This design comes from an exercise in tuning for a short achievable clock period and few clock cycles on the open sky130 flow, not from production work.
Only simulation tests tie the RTL to the original design; equivalence was not proved.
No activity file was given, so power comes from the tool's default toggle rates.

[config.mk]
export PLATFORM = sky130hd
export DESIGN_NAME = Mips_Top
export DESIGN_NICKNAME = Mips_Top
export VERILOG_FILES = /design/flow/design.v
export SDC_FILE = /design/flow/constraint.sdc
export NUM_CORES = 4
export LEC_CHECK = 0
export ABC_CLOCK_PERIOD_IN_PS = 4000
export CAP_MARGIN = 20
export CORE_MARGIN = 2
export CORE_UTILIZATION = 30
export PLACE_DENSITY = 0.45
export SETUP_SLACK_MARGIN = 0.5
export SLEW_MARGIN = 20
[constraint.sdc]
create_clock -name core_clock -period 17.0 [get_ports {clk}]
set_input_delay 3.4000 -clock core_clock [delete_from_list [all_inputs] [get_ports {clk}]]
set_output_delay 3.4000 -clock core_clock [all_outputs]
set_load 0.01 [all_outputs]
[design.v]
module Alu(
    input  [31:0] A, B,
    input  [15:0] imm,
    input  useimm, sub, slt,
    output [31:0] out,
    output eq,
    output ltu
);
    wire [31:0] bi   = useimm ? {{16{imm[15]}}, imm} : B;
    wire [31:0] sum  = A + bi;
    wire [31:0] diff = A - B;
    assign      ltu  = A < B;
    assign out = slt ? {31'd0, ltu} : sub ? diff : sum;
    assign eq  = A == B;
endmodule
module main_decoder(
    input  [31:0] ins,
    output wr,       
    output ld, st, mul,
    output br,       
    output jmp,      
    output useimm,   
    output sub, slt,
    output usea, useb,  
    output addi,
    output bq,       
    output [4:0] dst
);
    wire [5:0] op = ins[31:26];
    wire [5:0] fn = ins[5:0];
    wire is_r    = op == 6'h00;
    wire is_addi = op == 6'h08;
    wire is_beq  = op == 6'h04;
    wire same    = ins[25:21] == ins[20:16];
    wire off0    = ins[15:0] == 16'd0;
    assign ld     = op == 6'h23;
    assign st     = op == 6'h2B;
    assign mul    = is_r & (fn == 6'h1C);
    assign sub    = is_r & (fn == 6'h22);
    assign slt    = is_r & (fn == 6'h2A);
    assign wr     = is_r | is_addi | ld;
    assign br     = is_beq & ~same & ~off0;
    assign jmp    = (op == 6'h02) | (is_beq & same);
    assign useimm = ~is_r;
    assign addi   = is_addi;
    assign bq     = is_beq & ~same;
    assign usea   = is_r | is_addi | ld | st | is_beq;
    assign useb   = is_r | st | is_beq;
    assign dst    = is_r ? ins[15:11] : ins[20:16];
endmodule
module reg_file(
    input clk, reset, we,
    input [4:0] wa,
    input [31:0] wd,
    input [4:0] ra1, ra2,
    output [31:0] rd1, rd2
);
    reg [31:0] memory [31:0];
    integer I;
    always @(posedge clk or negedge reset) begin
        if (reset == 0) begin
            for (I = 0; I < 32; I = I + 1)
                memory[I] <= 32'b0;
        end else if (we)
            memory[wa] <= wd;
    end
    assign rd1 = memory[ra1];
    assign rd2 = memory[ra2];
endmodule
module mul_tree_a(
    input  [31:0] a, b,
    output [191:0] rows
);
    wire [31:0] pp0 = a & {32{b[0]}};
    wire [31:0] pp1 = {a[30:0] & {31{b[1]}}, 1'b0};
    wire [31:0] pp2 = {a[29:0] & {30{b[2]}}, 2'b0};
    wire [31:0] pp3 = {a[28:0] & {29{b[3]}}, 3'b0};
    wire [31:0] pp4 = {a[27:0] & {28{b[4]}}, 4'b0};
    wire [31:0] pp5 = {a[26:0] & {27{b[5]}}, 5'b0};
    wire [31:0] pp6 = {a[25:0] & {26{b[6]}}, 6'b0};
    wire [31:0] pp7 = {a[24:0] & {25{b[7]}}, 7'b0};
    wire [31:0] pp8 = {a[23:0] & {24{b[8]}}, 8'b0};
    wire [31:0] pp9 = {a[22:0] & {23{b[9]}}, 9'b0};
    wire [31:0] pp10 = {a[21:0] & {22{b[10]}}, 10'b0};
    wire [31:0] pp11 = {a[20:0] & {21{b[11]}}, 11'b0};
    wire [31:0] pp12 = {a[19:0] & {20{b[12]}}, 12'b0};
    wire [31:0] pp13 = {a[18:0] & {19{b[13]}}, 13'b0};
    wire [31:0] pp14 = {a[17:0] & {18{b[14]}}, 14'b0};
    wire [31:0] pp15 = {a[16:0] & {17{b[15]}}, 15'b0};
    wire [31:0] pp16 = {a[15:0] & {16{b[16]}}, 16'b0};
    wire [31:0] pp17 = {a[14:0] & {15{b[17]}}, 17'b0};
    wire [31:0] pp18 = {a[13:0] & {14{b[18]}}, 18'b0};
    wire [31:0] pp19 = {a[12:0] & {13{b[19]}}, 19'b0};
    wire [31:0] pp20 = {a[11:0] & {12{b[20]}}, 20'b0};
    wire [31:0] pp21 = {a[10:0] & {11{b[21]}}, 21'b0};
    wire [31:0] pp22 = {a[9:0] & {10{b[22]}}, 22'b0};
    wire [31:0] pp23 = {a[8:0] & {9{b[23]}}, 23'b0};
    wire [31:0] pp24 = {a[7:0] & {8{b[24]}}, 24'b0};
    wire [31:0] pp25 = {a[6:0] & {7{b[25]}}, 25'b0};
    wire [31:0] pp26 = {a[5:0] & {6{b[26]}}, 26'b0};
    wire [31:0] pp27 = {a[4:0] & {5{b[27]}}, 27'b0};
    wire [31:0] pp28 = {a[3:0] & {4{b[28]}}, 28'b0};
    wire [31:0] pp29 = {a[2:0] & {3{b[29]}}, 29'b0};
    wire [31:0] pp30 = {a[1:0] & {2{b[30]}}, 30'b0};
    wire [31:0] pp31 = {a[0:0] & {1{b[31]}}, 31'b0};
    wire [31:0] t_s0_0 = pp0 ^ pp1 ^ pp2;
    wire [31:0] t_m0_0 = (pp0 & pp1) | (pp0 & pp2) | (pp1 & pp2);
    wire [31:0] t_c0_0 = {t_m0_0[30:0], 1'b0};
    wire [31:0] t_s0_1 = pp3 ^ pp4 ^ pp5;
    wire [31:0] t_m0_1 = (pp3 & pp4) | (pp3 & pp5) | (pp4 & pp5);
    wire [31:0] t_c0_1 = {t_m0_1[30:0], 1'b0};
    wire [31:0] t_s0_2 = pp6 ^ pp7 ^ pp8;
    wire [31:0] t_m0_2 = (pp6 & pp7) | (pp6 & pp8) | (pp7 & pp8);
    wire [31:0] t_c0_2 = {t_m0_2[30:0], 1'b0};
    wire [31:0] t_s0_3 = pp9 ^ pp10 ^ pp11;
    wire [31:0] t_m0_3 = (pp9 & pp10) | (pp9 & pp11) | (pp10 & pp11);
    wire [31:0] t_c0_3 = {t_m0_3[30:0], 1'b0};
    wire [31:0] t_s0_4 = pp12 ^ pp13 ^ pp14;
    wire [31:0] t_m0_4 = (pp12 & pp13) | (pp12 & pp14) | (pp13 & pp14);
    wire [31:0] t_c0_4 = {t_m0_4[30:0], 1'b0};
    wire [31:0] t_s0_5 = pp15 ^ pp16 ^ pp17;
    wire [31:0] t_m0_5 = (pp15 & pp16) | (pp15 & pp17) | (pp16 & pp17);
    wire [31:0] t_c0_5 = {t_m0_5[30:0], 1'b0};
    wire [31:0] t_s0_6 = pp18 ^ pp19 ^ pp20;
    wire [31:0] t_m0_6 = (pp18 & pp19) | (pp18 & pp20) | (pp19 & pp20);
    wire [31:0] t_c0_6 = {t_m0_6[30:0], 1'b0};
    wire [31:0] t_s0_7 = pp21 ^ pp22 ^ pp23;
    wire [31:0] t_m0_7 = (pp21 & pp22) | (pp21 & pp23) | (pp22 & pp23);
    wire [31:0] t_c0_7 = {t_m0_7[30:0], 1'b0};
    wire [31:0] t_s0_8 = pp24 ^ pp25 ^ pp26;
    wire [31:0] t_m0_8 = (pp24 & pp25) | (pp24 & pp26) | (pp25 & pp26);
    wire [31:0] t_c0_8 = {t_m0_8[30:0], 1'b0};
    wire [31:0] t_s0_9 = pp27 ^ pp28 ^ pp29;
    wire [31:0] t_m0_9 = (pp27 & pp28) | (pp27 & pp29) | (pp28 & pp29);
    wire [31:0] t_c0_9 = {t_m0_9[30:0], 1'b0};
    wire [31:0] t_s1_0 = t_s0_0 ^ t_c0_0 ^ t_s0_1;
    wire [31:0] t_m1_0 = (t_s0_0 & t_c0_0) | (t_s0_0 & t_s0_1) | (t_c0_0 & t_s0_1);
    wire [31:0] t_c1_0 = {t_m1_0[30:0], 1'b0};
    wire [31:0] t_s1_1 = t_c0_1 ^ t_s0_2 ^ t_c0_2;
    wire [31:0] t_m1_1 = (t_c0_1 & t_s0_2) | (t_c0_1 & t_c0_2) | (t_s0_2 & t_c0_2);
    wire [31:0] t_c1_1 = {t_m1_1[30:0], 1'b0};
    wire [31:0] t_s1_2 = t_s0_3 ^ t_c0_3 ^ t_s0_4;
    wire [31:0] t_m1_2 = (t_s0_3 & t_c0_3) | (t_s0_3 & t_s0_4) | (t_c0_3 & t_s0_4);
    wire [31:0] t_c1_2 = {t_m1_2[30:0], 1'b0};
    wire [31:0] t_s1_3 = t_c0_4 ^ t_s0_5 ^ t_c0_5;
    wire [31:0] t_m1_3 = (t_c0_4 & t_s0_5) | (t_c0_4 & t_c0_5) | (t_s0_5 & t_c0_5);
    wire [31:0] t_c1_3 = {t_m1_3[30:0], 1'b0};
    wire [31:0] t_s1_4 = t_s0_6 ^ t_c0_6 ^ t_s0_7;
    wire [31:0] t_m1_4 = (t_s0_6 & t_c0_6) | (t_s0_6 & t_s0_7) | (t_c0_6 & t_s0_7);
    wire [31:0] t_c1_4 = {t_m1_4[30:0], 1'b0};
    wire [31:0] t_s1_5 = t_c0_7 ^ t_s0_8 ^ t_c0_8;
    wire [31:0] t_m1_5 = (t_c0_7 & t_s0_8) | (t_c0_7 & t_c0_8) | (t_s0_8 & t_c0_8);
    wire [31:0] t_c1_5 = {t_m1_5[30:0], 1'b0};
    wire [31:0] t_s1_6 = t_s0_9 ^ t_c0_9 ^ pp30;
    wire [31:0] t_m1_6 = (t_s0_9 & t_c0_9) | (t_s0_9 & pp30) | (t_c0_9 & pp30);
    wire [31:0] t_c1_6 = {t_m1_6[30:0], 1'b0};
    wire [31:0] t_s2_0 = t_s1_0 ^ t_c1_0 ^ t_s1_1;
    wire [31:0] t_m2_0 = (t_s1_0 & t_c1_0) | (t_s1_0 & t_s1_1) | (t_c1_0 & t_s1_1);
    wire [31:0] t_c2_0 = {t_m2_0[30:0], 1'b0};
    wire [31:0] t_s2_1 = t_c1_1 ^ t_s1_2 ^ t_c1_2;
    wire [31:0] t_m2_1 = (t_c1_1 & t_s1_2) | (t_c1_1 & t_c1_2) | (t_s1_2 & t_c1_2);
    wire [31:0] t_c2_1 = {t_m2_1[30:0], 1'b0};
    wire [31:0] t_s2_2 = t_s1_3 ^ t_c1_3 ^ t_s1_4;
    wire [31:0] t_m2_2 = (t_s1_3 & t_c1_3) | (t_s1_3 & t_s1_4) | (t_c1_3 & t_s1_4);
    wire [31:0] t_c2_2 = {t_m2_2[30:0], 1'b0};
    wire [31:0] t_s2_3 = t_c1_4 ^ t_s1_5 ^ t_c1_5;
    wire [31:0] t_m2_3 = (t_c1_4 & t_s1_5) | (t_c1_4 & t_c1_5) | (t_s1_5 & t_c1_5);
    wire [31:0] t_c2_3 = {t_m2_3[30:0], 1'b0};
    wire [31:0] t_s2_4 = t_s1_6 ^ t_c1_6 ^ pp31;
    wire [31:0] t_m2_4 = (t_s1_6 & t_c1_6) | (t_s1_6 & pp31) | (t_c1_6 & pp31);
    wire [31:0] t_c2_4 = {t_m2_4[30:0], 1'b0};
    wire [31:0] t_s3_0 = t_s2_0 ^ t_c2_0 ^ t_s2_1;
    wire [31:0] t_m3_0 = (t_s2_0 & t_c2_0) | (t_s2_0 & t_s2_1) | (t_c2_0 & t_s2_1);
    wire [31:0] t_c3_0 = {t_m3_0[30:0], 1'b0};
    wire [31:0] t_s3_1 = t_c2_1 ^ t_s2_2 ^ t_c2_2;
    wire [31:0] t_m3_1 = (t_c2_1 & t_s2_2) | (t_c2_1 & t_c2_2) | (t_s2_2 & t_c2_2);
    wire [31:0] t_c3_1 = {t_m3_1[30:0], 1'b0};
    wire [31:0] t_s3_2 = t_s2_3 ^ t_c2_3 ^ t_s2_4;
    wire [31:0] t_m3_2 = (t_s2_3 & t_c2_3) | (t_s2_3 & t_s2_4) | (t_c2_3 & t_s2_4);
    wire [31:0] t_c3_2 = {t_m3_2[30:0], 1'b0};
    wire [31:0] t_s4_0 = t_s3_0 ^ t_c3_0 ^ t_s3_1;
    wire [31:0] t_m4_0 = (t_s3_0 & t_c3_0) | (t_s3_0 & t_s3_1) | (t_c3_0 & t_s3_1);
    wire [31:0] t_c4_0 = {t_m4_0[30:0], 1'b0};
    assign rows = {t_c2_4, t_c3_2, t_s3_2, t_c3_1, t_c4_0, t_s4_0};
endmodule
module mul_tree_b(
    input  [191:0] rows,
    output [31:0] p
);
    wire [31:0] r0 = rows[31:0];
    wire [31:0] r1 = rows[63:32];
    wire [31:0] r2 = rows[95:64];
    wire [31:0] r3 = rows[127:96];
    wire [31:0] r4 = rows[159:128];
    wire [31:0] r5 = rows[191:160];
    wire [31:0] u_s0_0 = r0 ^ r1 ^ r2;
    wire [31:0] u_m0_0 = (r0 & r1) | (r0 & r2) | (r1 & r2);
    wire [31:0] u_c0_0 = {u_m0_0[30:0], 1'b0};
    wire [31:0] u_s0_1 = r3 ^ r4 ^ r5;
    wire [31:0] u_m0_1 = (r3 & r4) | (r3 & r5) | (r4 & r5);
    wire [31:0] u_c0_1 = {u_m0_1[30:0], 1'b0};
    wire [31:0] u_s1_0 = u_s0_0 ^ u_c0_0 ^ u_s0_1;
    wire [31:0] u_m1_0 = (u_s0_0 & u_c0_0) | (u_s0_0 & u_s0_1) | (u_c0_0 & u_s0_1);
    wire [31:0] u_c1_0 = {u_m1_0[30:0], 1'b0};
    wire [31:0] u_s2_0 = u_s1_0 ^ u_c1_0 ^ u_c0_1;
    wire [31:0] u_m2_0 = (u_s1_0 & u_c1_0) | (u_s1_0 & u_c0_1) | (u_c1_0 & u_c0_1);
    wire [31:0] u_c2_0 = {u_m2_0[30:0], 1'b0};
    assign p = u_s2_0 + u_c2_0;
endmodule
module Mips_Top(
    input clk, reset,
    output [31:0] imem_addr,
    input  [31:0] imem_rdata,
    output        dmem_we,
    output [31:0] dmem_addr,
    output [31:0] dmem_wdata,
    input  [31:0] dmem_rdata
    );
    reg  [9:0] pc;
    reg  [9:0] pc1;
    wire [31:0] ins = imem_rdata;
    wire [4:0]  rs = ins[25:21];
    wire [4:0]  rt = ins[20:16];
    wire d_wr, d_ld, d_st, d_mul, d_br, d_jmp, d_useimm, d_sub, d_slt;
    wire d_usea, d_useb, d_addi, d_bq;
    wire [4:0] d_dst;
    main_decoder dec(
        .ins(ins),
        .wr(d_wr), .ld(d_ld), .st(d_st), .mul(d_mul), .br(d_br),
        .jmp(d_jmp), .useimm(d_useimm), .sub(d_sub), .slt(d_slt),
        .usea(d_usea), .useb(d_useb), .addi(d_addi), .bq(d_bq),
        .dst(d_dst)
    );
    reg        e_wr, e_ld, e_st, e_mul, e_br;
    reg  [4:0] e_rd;
    reg        e_useimm, e_sub, e_slt, e_addi;
    reg [31:0] e_nimm;
    reg        e_fam, e_faw, e_fbm, e_fbw;
    reg  [9:0] e_bt, e_bt1;
    reg [31:0] e_a, e_b;
    reg [15:0] e_imm;
    reg        m_wr, m_ld, m_mul, m_st;
    reg  [4:0] m_rd;
    reg [31:0] m_res, m_addr, m_sd;
    reg [191:0] m_rows;
    reg [31:0] w_val;
    wire [31:0] rf_a, rf_b;
    wire [31:0] m_wd;
    reg_file regs(
        .clk(clk), .reset(reset),
        .we(m_wr), .wa(m_rd), .wd(m_wd),
        .ra1(rs), .ra2(rt),
        .rd1(rf_a), .rd2(rf_b)
    );
    wire hazard = e_wr & (e_ld | e_mul) &
                  ((d_usea & (rs == e_rd)) | (d_useb & (rt == e_rd)));
    localparam BI = 5;
    reg  [1:0] bht [0:(1<<BI)-1];
    wire       pred = bht[pc1[BI-1:0]][1];
    reg        e_pt;
    reg [BI-1:0] e_bi;
    reg  [31:0] zf;
    wire        e_ltu, e_za;
    wire        m_z  = m_ld ? (dmem_rdata == 32'd0) : (m_res == 32'd0);
    wire        mr_z = m_res == 32'd0;
    wire        m_k  = ~m_mul & ~m_ld;
    wire        e_zk = e_slt | e_sub | e_addi;
    wire        e_z  = e_slt ? ~e_ltu : e_sub ? e_eq : e_za;
    reg  [31:0] kz, knz;
    integer i;
    always @* begin
        for (i = 0; i < 32; i = i + 1) begin
            if (m_wr & (m_rd == i)) begin
                kz[i]  = m_k & mr_z;
                knz[i] = m_k & ~mr_z;
            end else begin
                kz[i]  = zf[i];
                knz[i] = ~zf[i];
            end
        end
    end
    reg  [10:0] bt [0:(1<<BI)-1];
    reg  [10:0] bte;
    reg         bseq;
    wire        bv  = bte[10] & bseq;
    wire [4:0]  brs = bte[9:5];
    wire [4:0]  brt = bte[4:0];
    reg  [4:0]  e_rs, e_rt;
    wire xe = e_wr & (brs == e_rd);
    wire ye = e_wr & (brt == e_rd);
    wire kz_e  = e_zk & e_z;
    wire knz_e = e_zk & ~e_z;
    wire kzx  = xe ? kz_e  : kz[brs];
    wire knzx = xe ? knz_e : knz[brs];
    wire kzy  = ye ? kz_e  : kz[brt];
    wire knzy = ye ? knz_e : knz[brt];
    wire eqk = kzx & kzy;
    wire nek = (kzx & knzy) | (knzx & kzy);
    wire guess = bv ? (eqk | (~nek & pred)) : pred;
    always @(posedge clk or negedge reset) begin
        if (~reset)
            zf <= 32'hffffffff;
        else if (m_wr)
            zf[m_rd] <= ~m_mul & m_z;
    end
    wire taken;
    wire [9:0] pc2   = pc1 + 10'd1;
    wire [9:0] tgt   = pc1 + ins[9:0];
    wire [9:0] tgt1  = pc2 + ins[9:0];
    wire       is_j  = ins[31:26] == 6'h02;
    wire [9:0] jtgt  = is_j ? ins[9:0] : tgt;
    wire [9:0] jtgt1 = is_j ? ins[9:0] + 10'd1 : tgt1;
    wire       redir = d_jmp | (d_bq & guess);
    wire [9:0] base     = taken  ? e_bt  : hazard ? pc  : pc1;
    wire [9:0] base1    = taken  ? e_bt1 : hazard ? pc1 : pc2;
    wire       go       = redir & ~taken & ~hazard;
    always @(posedge clk or negedge reset) begin
        if (~reset) begin
            bte  <= 11'd0;
            bseq <= 1'b0;
        end else begin
            bte  <= bt[pc2[BI-1:0]];
            bseq <= ~taken & ~hazard & ~go;
        end
    end
    wire [9:0] pc_next  = go ? jtgt  : base;
    wire [9:0] pc1_next = go ? jtgt1 : base1;
    wire issue = ~taken & ~hazard;
    always @(posedge clk or negedge reset) begin
        if (~reset) begin
            pc   <= 10'd0;
            pc1  <= 10'd1;
            e_wr <= 1'b0; e_ld <= 1'b0; e_st <= 1'b0; e_mul <= 1'b0; e_br <= 1'b0;
            m_wr <= 1'b0; m_ld <= 1'b0; m_mul <= 1'b0; m_st <= 1'b0;
        end else begin
            pc    <= pc_next;
            pc1   <= pc1_next;
            e_wr  <= issue & d_wr;
            e_ld  <= issue & d_ld;
            e_st  <= issue & d_st;
            e_mul <= issue & d_mul;
            e_br  <= issue & d_br;
            m_wr  <= e_wr;
            m_ld  <= e_ld;
            m_mul <= e_mul;
            m_st  <= e_st;
        end
    end
    always @(posedge clk) begin
        e_rd     <= d_dst;
        e_useimm <= d_useimm;
        e_addi   <= d_addi;
        e_nimm   <= -{{16{ins[15]}}, ins[15:0]};
        e_sub    <= d_sub;
        e_slt    <= d_slt;
        e_bt     <= guess ? pc1 : tgt;
        e_bt1    <= guess ? pc2 : tgt1;
        e_pt     <= guess;
        e_bi     <= pc1[BI-1:0];
        e_rs     <= rs;
        e_rt     <= rt;
        e_imm    <= ins[15:0];
        e_a      <= rf_a;
        e_b      <= rf_b;
        e_fam    <= e_wr & (rs == e_rd);
        e_faw    <= m_wr & (rs == m_rd);
        e_fbm    <= e_wr & (rt == e_rd);
        e_fbw    <= m_wr & (rt == m_rd);
    end
    wire [31:0] A = e_fam ? m_res : e_faw ? w_val : e_a;
    wire [31:0] B = e_fbm ? m_res : e_fbw ? w_val : e_b;
    wire [31:0] e_res;
    wire        e_eq;
    Alu alu(
        .A(A), .B(B), .imm(e_imm),
        .useimm(e_useimm), .sub(e_sub), .slt(e_slt),
        .out(e_res), .eq(e_eq), .ltu(e_ltu)
    );
    assign taken = e_br & (e_eq ^ e_pt);
    assign e_za = A == e_nimm;
    integer k;
    always @(posedge clk or negedge reset) begin
        if (~reset) begin
            for (k = 0; k < (1<<BI); k = k + 1) begin
                bht[k] <= 2'b01;
                bt[k]  <= 11'd0;
            end
        end else if (e_br) begin
            bt[e_bi] <= {1'b1, e_rs, e_rt};
            if (e_eq & (bht[e_bi] != 2'b11))
                bht[e_bi] <= bht[e_bi] + 2'd1;
            else if (~e_eq & (bht[e_bi] != 2'b00))
                bht[e_bi] <= bht[e_bi] - 2'd1;
        end
    end
    wire [191:0] e_rows;
    mul_tree_a mta(.a(A), .b(B), .rows(e_rows));
    always @(posedge clk) begin
        m_rd   <= e_rd;
        m_res  <= e_res;
        m_sd   <= B;
        m_rows <= e_rows;
    end
    always @(posedge clk)
        if (e_ld | e_st)
            m_addr <= e_res;
    wire [31:0] m_prod;
    mul_tree_b mtb(.rows(m_rows), .p(m_prod));
    assign m_wd = m_ld ? dmem_rdata : m_mul ? m_prod : m_res;
    always @(posedge clk)
        w_val <= m_wd;
    assign imem_addr  = {20'd0, pc, 2'b00};
    assign dmem_we    = m_st;
    assign dmem_addr  = m_addr;
    assign dmem_wdata = m_sd;
endmodule
[flow/run.sh]
#!/bin/bash
# The standard layout, with timing repair aimed well below the clock period.
set -uo pipefail
bash standard.sh SETUP_SLACK_MARGIN=12.5 TNS_END_PERCENT=100 finish > orfs_make.log 2>&1
[standard.sh]
#!/bin/bash
# synth_recipe.tcl (not shown) runs the flow's synth.tcl, then flattens the netlist and writes it again
# the make line also repeats each setting of config.mk as NAME=value (left out here)
make -C /OpenROAD-flow-scripts/flow DESIGN_CONFIG=/design/flow/config.mk WORK_HOME=/design/flow/orfs CLKGATE_MAP_FILE= SYNTH_SCRIPT=/design/flow/synth_recipe.tcl "${@:-finish}"
==> results of run 1 <==
cells in the final DEF, fill, tap and decap left out, types with 176 or more instances in the layout:
| cell type | n |
|---|---|
| a221oi_2 | 255 |
| nor2_1 | 608 |
| clkbuf_16 | 259 |
| buf_12 | 227 |
| fa_1 | 379 |
| mux2_2 | 410 |
| a22o_1 | 386 |
| o21ai_0 | 1025 |
| dfrtp_1 | 1442 |
| buf_4 | 601 |
| a21oi_1 | 222 |
| dfxtp_1 | 311 |
| a22oi_1 | 380 |
| nand2_1 | 1359 |
| inv_1 | 471 |
| nand4_1 | 176 |
where the power goes:
part           switching (uW)  internal (uW)
Sequential                696           5290
Combinational            8070           5530
Clock                    2200           3060
Total                   11000          13900
worst min-delay path by stage:
stage,from,endpoint,cells after the start
6_report,e_mul$_DFF_PN0_,m_mul$_DFF_PN0_,0
5_1_grt,e_mul$_DFF_PN0_,m_mul$_DFF_PN0_,0
4_1_cts,e_mul$_DFF_PN0_,m_mul$_DFF_PN0_,0
3_5_place_dp,e_mul$_DFF_PN0_,m_mul$_DFF_PN0_,0
2_1_floorplan,e_st$_DFF_PN0_,m_st$_DFF_PN0_,0
3_3_place_gp,e_mul$_DFF_PN0_,m_mul$_DFF_PN0_,0
cell type report:
class	instances	share of cell area
Multi-Input combinational cell	7266	0.426
Sequential cell	1900	0.338
Timing Repair Buffer	1273	0.118
Clock buffer	309	0.0471
Tap cell	4557	0.0418
Inverter	565	0.0171
Clock inverter	108	0.0108
Antenna cell	46	0.000845
Timing Repair inverter	2	0.000110
logic make-up after synthesis:
| kind of cell | after synthesis | synth area share |
|---|---|---|
| compound gates | 3009 | 0.196 |
| xor+xnor | 249 | 0.0211 |
| fa+ha+maj | 645 | 0.108 |
| buf+inv | 1442 | 0.0538 |
| flops | 1900 | 0.445 |
| mux | 571 | 0.0618 |
| other cells | 1 | 0.0000363 |
| simple gates | 2765 | 0.114 |
critical path, stage by stage:
cell and delay (ns):
buf_12 0.12, nor4_4 0.27, buf_6 0.20, nand4_1 0.64, o41ai_4 0.55, buf_6 0.20, buf_6 0.11, and3_4 0.27
a22o_1 0.18
state kept, by name (all words and copies together) (netlist names), 11 cells and up:
signal,cells
bht,64
bt,352
bte,11
e_a,32
e_b,32
e_imm,16
e_nimm,31
m_addr,32
m_res,32
m_rows,94
m_sd,32
regs.memory,1024
w_val,32
zf,32
what timing repair did:
| action | 4_1_cts | 5_1_grt |
|---|---|---|
| pin swaps | 237 | 378 |
| resized for setup | 1450 | 702 |
| gates cloned | 69 | 43 |
| setup buffers | 435 | 280 |
| endpoints found under the setup margin | 1772 | 993 |
metrics by stage:
stage / cells / setup WS (ns) / area [sq um] / hold slack, ns
final: 16000 / 11.87 / 136000 / 0.406
after global routing: 16000 / 11.86 / 136000 / 0.412
after CTS: 15700 / 11.84 / 130000 / 0.402
after global placement: 14700 / 9.29 / 112000 / 0.390
after detailed placement: 14700 / 9.33 / 112000 / 0.388
after floorplan: 10600 / 11.67 / 107000 / 0.346
layer usage:
metal | wire, um | part of all wire
met1 | 223000 | 0.38
met2 | 242000 | 0.41
met3 | 75100 | 0.13
met4 | 46000 | 0.078
met5 | 663 | 0.0011
==> impl_metrics.tcl, run 1 <==
set metrics [dict create \
    cts_tree "done" \
    p_per_area_nw_per_um2 182 \
    use_met2 0.463 \
    startpoint_type "primary input" \
    hpwlAfterDp_um 327000 \
    use_met1 0.404 \
    synth.top_cell.area_share 0.351 \
    die_area_sq_um 349000 \
    grt.total_usage 0.318 \
    ant_nets 0 \
    clkTransAtPathRegs_ns 0.06 \
    hold_buffers 0 \
    p_leak_uw 0.0600 \
    min_period_ns 5.13 \
    antenna_found_initial 55 \
    synthCells 10600 \
    crit_required_ns 17.84 \
    slew_headroom 0.177 \
    die-width_um 591 \
    drt-initial-drc-count 14800 \
    skew_ns 0.139 \
    htree_levels 4 \
    reg2regPathDepth 15 \
    drc 0 \
    yosysSeqAreaShare 0.445 \
    ys_warn_count 5 \
    outcome "timing/DRC/antenna clean" \
    worst_slew_pin_slew_ns 1.23 \
    synth_most_common_cell "dfrtp_1" \
    ys_types 93 \
    wl_per_cell_um 36.7 \
    drv_slew 0 \
    ys_top_cells_by_area "dfrtp_1, fa_1, dfxtp_1" \
    regArea_sq_um 46100 \
    die-height_um 591 \
    vdd_ir_drop_max_uv 266 \
    crit_end "zf[25]$_DFFE_PN1P_" \
    clock-sinks 1900 \
    worstPathArrival_ns 5.96 \
    io_pins 163 \
    maxCapViolCount 0 \
    drive_gt1_frac 0.284 \
    multi_input_area_sq_um 58100 \
    area_delta_synth_final_pct 31.9 \
    coreArea_sq_um 343000 \
    syn_area_sq_um 103000 \
    viasPerCell 6.13 \
    final_nets 11900 \
    finalWeightedCongestion 0.951 \
    synthArstFlopShare 0.796 \
    grt_pass1_vias 92800 \
    drt_wl_total_um 588000 \
    synth_edf_count 32 \
    rrSetupSlack_ns 12.20 \
    grt_max_degree 158 \
    r2r-end "pc1[5]$_DFFE_PN0P_" \
    criticalPathCategory "in2reg" \
    clockBufferDepth 4 \
    initial_core_util 0.301 \
    synth.avg_cell_area_sq_um 9.77 \
    rsz0062_at_grt "yes" \
    ys_top_cells_by_count "dfrtp_1, nand2_1, o21ai_0" \
    port_buffers 140 \
    fin_util 0.397 \
    cts-root-buf "clkbuf_16" \
    clk_latency_ns 1.01 \
    synth-main-ff-cell "dfrtp_1" \
    cp-startpoint "dmem_rdata[0]" \
    cts_made_buffers 223 \
    grt_use_met3 0.108 \
    hold_violations 0 \
    dr.pass1.iters 14 \
    total_power_uw 24800 \
    via_count 98300 \
    grt_first_pass_wirelength_um 776000 \
    post-synth-top-area-cell "dfrtp_1" \
    holdCritPathClass "reg2reg" \
    regToRegStartpoint "m_res[14]$_DFF_P_" \
    post-route-period-util 0.302 \
    grt-busiest-layer "met2" \
    rows 215 \
    fmax_mhz 195 \
    tns_ns 0 \
    cp_max_fo 8 \
    synth-seq-cells 1900 \
    finalSetupViolCount 0 \
    cp-end-kind "register" \
    grt_overflow 0 \
    fillers 33100 \
]
Testbench counts, summed over its fixed seeds: cycles 17,906.
==> run 2: changes to the inputs <==
--- a/config.mk
+++ b/config.mk
@@ -9,6 +9,6 @@
 export CAP_MARGIN = 20
 export CORE_MARGIN = 2
-export CORE_UTILIZATION = 30
-export PLACE_DENSITY = 0.45
+export CORE_UTILIZATION = 35
+export PLACE_DENSITY = 0.5
 export SETUP_SLACK_MARGIN = 0.5
 export SLEW_MARGIN = 20
==> run 2 against run 1 <==
Compared with the run above: still clean; synthesized area stayed put; final cell count is 5.2% lower; synthesized cell count stayed put; via count is 2.5% lower; core utilization is 5.3 points higher; sequential power hardly changed; sequential cell count stayed put; register-to-register slack better by 0.09 ns; non-clock buffer count is 162 lower; critical endpoint is now zf[15]$_DFFE_PN1P_; largest cell class unchanged.
==> impl_metrics.tcl, run 2 <==
set metrics [dict create \
    min_period_ns 5.00 \
    clock-sinks 1900 \
    skew_ns 0.106 \
    wl_per_cell_um 35.6 \
    initial_core_util 0.352 \
    outcome "timing/DRC/antenna clean" \
    p_leak_uw 0.0586 \
    worstPathArrival_ns 5.81 \
    tns_ns 0 \
    synthCells 10600 \
    drt_wl_total_um 541000 \
    coreArea_sq_um 294000 \
    final_common_cell "dfrtp_1" \
    cts-root-buf "clkbuf_16" \
    fillers 27500 \
    cts_made_buffers 215 \
    ys_top_cells_by_count "dfrtp_1, nand2_1, o21ai_0" \
    ys_types 93 \
    criticalPathCategory "in2reg" \
    ys_warn_count 5 \
    dr.pass1.iters 22 \
    io_pins 163 \
    top_regs "regs.memory: 1024 flops, bt: 352 flops, m_rows: 94 flops" \
    worst_slew_pin_slew_ns 1.21 \
    synthArstFlopShare 0.796 \
    area_delta_synth_final_pct 28.1 \
    pre_cts_ws_ns 9.63 \
    cp_max_fo 8 \
    die_area_sq_um 300000 \
    crit_required_ns 17.81 \
    post-synth-top-area-cell "dfrtp_1" \
    largest_register_ffs 1024 \
    synth_most_common_cell "dfrtp_1" \
    antenna_found_initial 29 \
    grt_pass1_vias 91100 \
    rsz0062_at_grt "yes" \
    stdcell_area_sq_um 132000 \
    synth.avg_cell_area_sq_um 9.77 \
    clk_latency_ns 0.97 \
    rows 199 \
    fmax_mhz 200 \
    synth-main-ff-cell "dfrtp_1" \
    top_register "regs.memory" \
    multi_input_area_sq_um 57800 \
    grt_overflow 0 \
    syn_area_sq_um 103000 \
    hold_depth 0 \
    synth.top_cell.area_share 0.351 \
    crit_end "zf[15]$_DFFE_PN1P_" \
    clkTransAtPathRegs_ns 0.06 \
    p_per_area_nw_per_um2 182 \
    fin_util 0.451 \
    clockBufferDepth 4 \
    cts_tree "done" \
    die-height_um 547 \
    placed_cells 14100 \
    drive_gt1_frac 0.264 \
    regArea_sq_um 46100 \
    htree_levels 4 \
    final_cells 15200 \
    finalSetupViolCount 0 \
    die-width_um 547 \
    holdCritPathClass "reg2reg" \
    fin_ws_ns 12.00 \
    port_buffers 140 \
    grt_max_degree 120 \
    drv_slew 0 \
    final_nets 11800 \
    synth_edf_count 32 \
    viasPerCell 6.30 \
    final_cell_mix "dfrtp_1, nand2_1, o21ai_0" \
    grt_first_pass_wirelength_um 729000 \
    vdd_ir_drop_max_uv 241 \
    via_count 95800 \
    slew_headroom 0.193 \
    ant_nets 0 \
    finalWeightedCongestion 0.969 \
    hold_violations 0 \
    worstHoldStart "e_mul$_DFF_PN0_" \
    drt-initial-drc-count 14400 \
    r2r-end "m_addr[31]$_DFFE_PP_" \
    startpoint_type "primary input" \
    drc 0 \
    cp-startpoint "dmem_rdata[31]" \
    reg2regPathDepth 22 \
    regToRegStartpoint "e_faw$_DFF_P_" \
    synth-seq-cells 1900 \
    maxCapViolCount 0 \
    cp-end-kind "register" \
    rrSetupSlack_ns 12.29 \
    ys_top_cells_by_area "dfrtp_1, fa_1, dfxtp_1" \
    hpwlAfterDp_um 310000 \
    placedInstanceArea_sq_um 112000 \
    yosysSeqAreaShare 0.445 \
    post-route-period-util 0.294 \
    grt.total_usage 0.343 \
]
run 2: cell counts after synthesis:
No cell type changed its count.
run 2: final cells by class:
class | count | area share
tap | 3919 | 0.0370
antenna | 30 | 0.000567
timing repair inverter | 2 | 0.000113
timing repair buffer | 1111 | 0.103
clock buffer | 299 | 0.0458
sequential | 1900 | 0.348
clock inverter | 104 | 0.0111
inverter | 565 | 0.0174
multi-input combinational | 7268 | 0.437
run 2: metrics by stage:
step	total power, uW	hold WS [ns]
after floorplan	12900	0.346
after global placement	17100	0.356
after detailed placement	17300	0.364
after CTS	23200	0.380
after global routing	25700	0.411
final	24100	0.386
run 2: critical path, cell delays in order:
cell	delay [ns]
buf_12	0.12
nor4_4	0.25
buf_6	0.20
nand4_1	0.59
o41ai_4	0.47
buf_6	0.21
nand2_4	0.07
nor2_4	0.27
a22o_1	0.20
run 2: logic make-up (layout without fill, tap and decap cells):
family | after synthesis | count (layout) | share of synthesized area
AO/OA/AOI/OAI | 3009 | 3011 | 0.196
flip-flops | 1900 | 1900 | 0.445
other | 1 | 52 | 0.0000363
AND/OR/NAND/NOR | 2765 | 2770 | 0.114
buffers and inverters | 1442 | 2081 | 0.0538
XOR/XNOR | 249 | 249 | 0.0211
multiplexers | 571 | 571 | 0.0618
adder cells (fa/ha/maj) | 645 | 645 | 0.108
run 2: what timing repair did:
| action | 4_1_cts | 5_1_grt |
|---|---|---|
| gates cloned | 52 | 33 |
| buffers inserted | 284 | 312 |
| pin swaps | 197 | 340 |
| endpoints found under the setup margin | 1871 | 971 |
| resized for setup | 1229 | 716 |
| hold buffers | 0 | 0 |
| hold endpoints to repair | 0 | 0 |
run 2: how the worst min path moves through the flow:
stage                 endpoint  slack [ns]
5_1_grt         m_st$_DFF_PN0_        0.41
2_1_floorplan   m_st$_DFF_PN0_        0.35
4_1_cts         m_st$_DFF_PN0_        0.38
3_5_place_dp    m_st$_DFF_PN0_        0.36
3_3_place_gp    m_st$_DFF_PN0_        0.36
6_report       m_mul$_DFF_PN0_        0.39
run 2: report_power, final:
part	switching, uW	internal [uW]	leakage, uW
sequential	682	5290	0.0192
combinational	7770	5310	0.0357
clock	2110	2950	0.00367
run 2: routing by layer:
layer	up-vias	GRT usage	share of wire
li1	38400	-	-
met2	7315	0.492	0.41
met1	47700	0.439	0.38
met5	-	0.00665	0.00080
met4	24	0.222	0.085
met3	2381	0.115	0.13
==> run 3: changes to the inputs <==
--- a/config.mk
+++ b/config.mk
@@ -9,6 +9,6 @@
 export CAP_MARGIN = 20
 export CORE_MARGIN = 2
-export CORE_UTILIZATION = 35
-export PLACE_DENSITY = 0.5
+export CORE_UTILIZATION = 25
+export PLACE_DENSITY = 0.4
 export SETUP_SLACK_MARGIN = 0.5
 export SLEW_MARGIN = 20
==> run 3 against run 2 <==
Compared with the run above: largest power group unchanged; critical path type unchanged; first-iteration DRC count down 8.6%; power increased by 3.7%; still clean; combinational power is 6% higher; routed wire length increased by 9.4%; non-clock buffer count increased by 140; hold slack got worse by 0.0076 ns; via count decreased by 0.57%; count of clock-buffer cells in the layout grew 37.
==> impl_metrics.tcl, run 3 <==
set metrics [dict create \
    outcome "timing/DRC/antenna clean" \
    dr.pass1.iters 9 \
    final_common_cell "dfrtp_1" \
    p_seq_frac 0.240 \
    syn_area_sq_um 103000 \
    cts-root-buf "clkbuf_16" \
    reg2regPathDepth 23 \
    regToRegStartpoint "e_faw$_DFF_P_" \
    hold_buffers 0 \
    final_cell_mix "dfrtp_1, nand2_1, o21ai_0" \
    slew_headroom 0.0968 \
    holdCritPathClass "reg2reg" \
    vdd_ir_drop_max_uv 366 \
    placed_cells 15700 \
    cts_made_buffers 226 \
    synthCells 10600 \
    port_buffers 140 \
    final_cells 16900 \
    p_int_uw 13900 \
    skew_ns 0.148 \
    wl_per_cell_um 35.0 \
    synthArstFlopShare 0.796 \
    yosysSeqAreaShare 0.445 \
    min_period_ns 5.01 \
    initial_core_util 0.251 \
    synth.top_cell.area_share 0.351 \
    p_sw_frac 0.445 \
    drv_slew 0 \
    post-synth-top-area-cell "dfrtp_1" \
    worst_slew_pin_slew_ns 1.35 \
    viasPerCell 5.64 \
    grt_first_pass_wirelength_um 785000 \
    area_delta_synth_final_pct 32.3 \
    criticalPathCategory "in2reg" \
    total_power_uw 25000 \
    hold_depth 0 \
    io_pins 163 \
    crit_required_ns 17.82 \
    worstHoldStart "e_st$_DFF_PN0_" \
    worstPathArrival_ns 5.83 \
    drive_gt1_frac 0.283 \
    fin_util 0.332 \
    coreArea_sq_um 413000 \
    antenna_found_initial 48 \
    p_comb_frac 0.554 \
    via_count 95300 \
    drc 0 \
    cts_tree "done" \
    pwr-share-clk 0.206 \
    tns_ns 0 \
    p_leak_uw 0.0596 \
    synth_edf_count 32 \
    clock-sinks 1900 \
    grt_overflow 0 \
    synth.avg_cell_area_sq_um 9.77 \
    clkTransAtPathRegs_ns 0.06 \
    ys_types 93 \
    grt_pass1_vias 93000 \
    ys_warn_count 5 \
    fin_ws_ns 11.99 \
    synth_most_common_cell "dfrtp_1" \
    maxCapViolCount 0 \
    top_regs "regs.memory: 1024 flops, bt: 352 flops, m_rows: 94 flops" \
    final_nets 11900 \
    p_per_area_nw_per_um2 183 \
    synth-seq-cells 1900 \
    hold_violations 0 \
    rsz0062_at_grt "yes" \
    hold_end "m_st$_DFF_PN0_" \
    clockBufferDepth 4 \
    ys_top_cells_by_count "dfrtp_1, nand2_1, o21ai_0" \
    post-route-period-util 0.295 \
    cp-end-kind "register" \
    drt_wl_total_um 591000 \
    pre_cts_ws_ns 9.78 \
    grt_max_degree 164 \
    synth-main-ff-cell "dfrtp_1" \
    die_area_sq_um 419000 \
    p_switching_uw 11100 \
    largest_register_ffs 1024 \
    die-width_um 647 \
    r2r-end "pc1[3]$_DFFE_PN0P_" \
    fillers 41700 \
    rrSetupSlack_ns 12.17 \
    grt.total_usage 0.268 \
    hpwlAfterDp_um 340000 \
    ant_nets 0 \
    htree_levels 4 \
    top_register "regs.memory" \
    drt-initial-drc-count 13100 \
    ys_top_cells_by_area "dfrtp_1, fa_1, dfxtp_1" \
    startpoint_type "primary input" \
    fmax_mhz 200 \
    cp_max_fo 8 \
    die-height_um 647 \
    rows 236 \
    finalWeightedCongestion 0.921 \
    finalSetupViolCount 0 \
    clk_latency_ns 1.02 \
]
==> run 3: cell types whose count changed in the layout (fill, tap and decap cells not counted), sizes merged, moves of 4 or more <==
cell and delta:
clkinvlp -5, diode -4, clkdlybuf4s50 +8, clkinv -6, bufinv -12, clkbuf +41
buf +127, bufbuf +6
==> run 3: worst max-delay path: stages <==
cell	delay, ns
buf_12	0.12
nor4_4	0.29
buf_6	0.21
nand4_1	0.55
o41ai_4	0.51
buf_6	0.20
buf_6	0.11
and3_4	0.25
a22o_1	0.17
==> run 3: layout make-up <==
| cell class | instances | area [sq um] | share of cell area |
|---|---|---|---|
| diodes | 26 | 65.1 | 0.000476 |
| clock buffers | 336 | 6620 | 0.0484 |
| clock inverters | 84 | 1110 | 0.00813 |
| inverters | 565 | 2310 | 0.0169 |
| multi-input cells | 7265 | 58300 | 0.426 |
| flip-flops and latches | 1900 | 46100 | 0.337 |
| well taps | 5474 | 6850 | 0.0501 |
| repair buffers | 1251 | 15400 | 0.113 |
| repair inverters | 1 | 7.51 | 0.0000549 |
==> run 3: power groups by stage <==
stage / Sequential [uW] / Combinational (uW) / Clock [uW]
global route: 6020 / 15200 / 5400
CTS: 5940 / 12800 / 5230
detailed placement: 6000 / 11700 / 0
floorplan: 5660 / 7290 / 0
finish: 5990 / 13900 / 5150
global placement: 6000 / 11600 / 0
==> run 3: worst max path at each step <==
stage                       from            endpoint  slack, ns  depth (start not counted)
2_1_floorplan      imem_rdata[0]   pc[8]$_DFFE_PN0P_      11.67                         14
3_3_place_gp      imem_rdata[23]  pc1[7]$_DFFE_PN0P_       9.72                          8
3_5_place_dp      imem_rdata[25]  pc1[7]$_DFFE_PN0P_       9.78                          8
4_1_cts        pc[1]$_DFFE_PN0P_        imem_addr[3]      11.97                          1
5_1_grt            e_faw$_DFF_P_  m_rows[31]$_DFF_P_      11.99                         21
6_report          dmem_rdata[31]  zf[17]$_DFFE_PN1P_      11.99                          9
==> run 3: routing by layer <==
metal	vias up	routed length, um	track usage
met2	6147	250000	0.402
met5	-	454	0.00416
met4	28	42400	0.147
met3	1857	64100	0.0795
met1	48500	235000	0.344
li1	38700	-	-
==> run 3: repair_timing <==
| item | in CTS | in global routing |
|---|---|---|
| cloned | 51 | 36 |
| setup buffers | 406 | 294 |
| setup endpoints to repair | 1709 | 1148 |
| pin swaps | 207 | 335 |
| gates resized for setup | 1328 | 735 |
==> run 3: cell families (layout without fill, tap and decap cells) <==
kind of cell               Yosys count  count (layout)  share of synthesized area
adders and majority gates          645             645                      0.108
buffers and inverters             1442            2237                     0.0538
xor gates and xnor gates           249             249                     0.0211
AOI/OAI and AO/OA                 3009            3010                      0.196
muxes                              571             571                     0.0618
DFF                               1900            1900                      0.445
other                                1              48                  0.0000363
and+or+nand+nor                   2765            2768                      0.114
==> run 3: metrics by stage <==
step,instance area (sq um),hold slack (ns)
2_1_floorplan,107000,0.346
3_3_place_gp,114000,0.361
3_5_place_dp,114000,0.376
4_1_cts,130000,0.388
5_1_grt,137000,0.396
6_report,137000,0.378

-- separate check: timing with driven ports --
Ports are ideal in the flow. The routed layouts listed here were re-timed in OpenROAD.
Step 1, drivers: a clkbuf_16 drives clk and a buf_2 each remaining input, both assumed.
Step 2 adds t to the input delays and takes it off the output delays; t is the mean of the earliest and latest rising clock arrival at the registers after step 1. Input paths then give back, and output paths get back, about the clock's delay inside the block.
a / b / c = ideal ports / drivers / drivers and shift; a / b = the first two.
run | shift t [ns] | setup WS [ns] | worst setup path after step 2 | worst register clock-pin slew, ns | worst slew at a driven data input, ns
run 1 | 1.038 | 11.874 / 11.811 / 10.881 | input to register | 0.07 / 0.07 | 0.32
run 2 | 1.002 | 11.997 / 11.988 / 11.035 | input to register | 0.07 / 0.07 | 0.18
run 3 | 1.057 | 11.991 / 11.923 / 11.006 | input to register | 0.07 / 0.07 | 0.19
After both steps setup and hold are still met in every run listed. For run 1, which loses most, drivers alone change the setup slack by -0.063 ns; drivers and shift together by -0.993 ns.
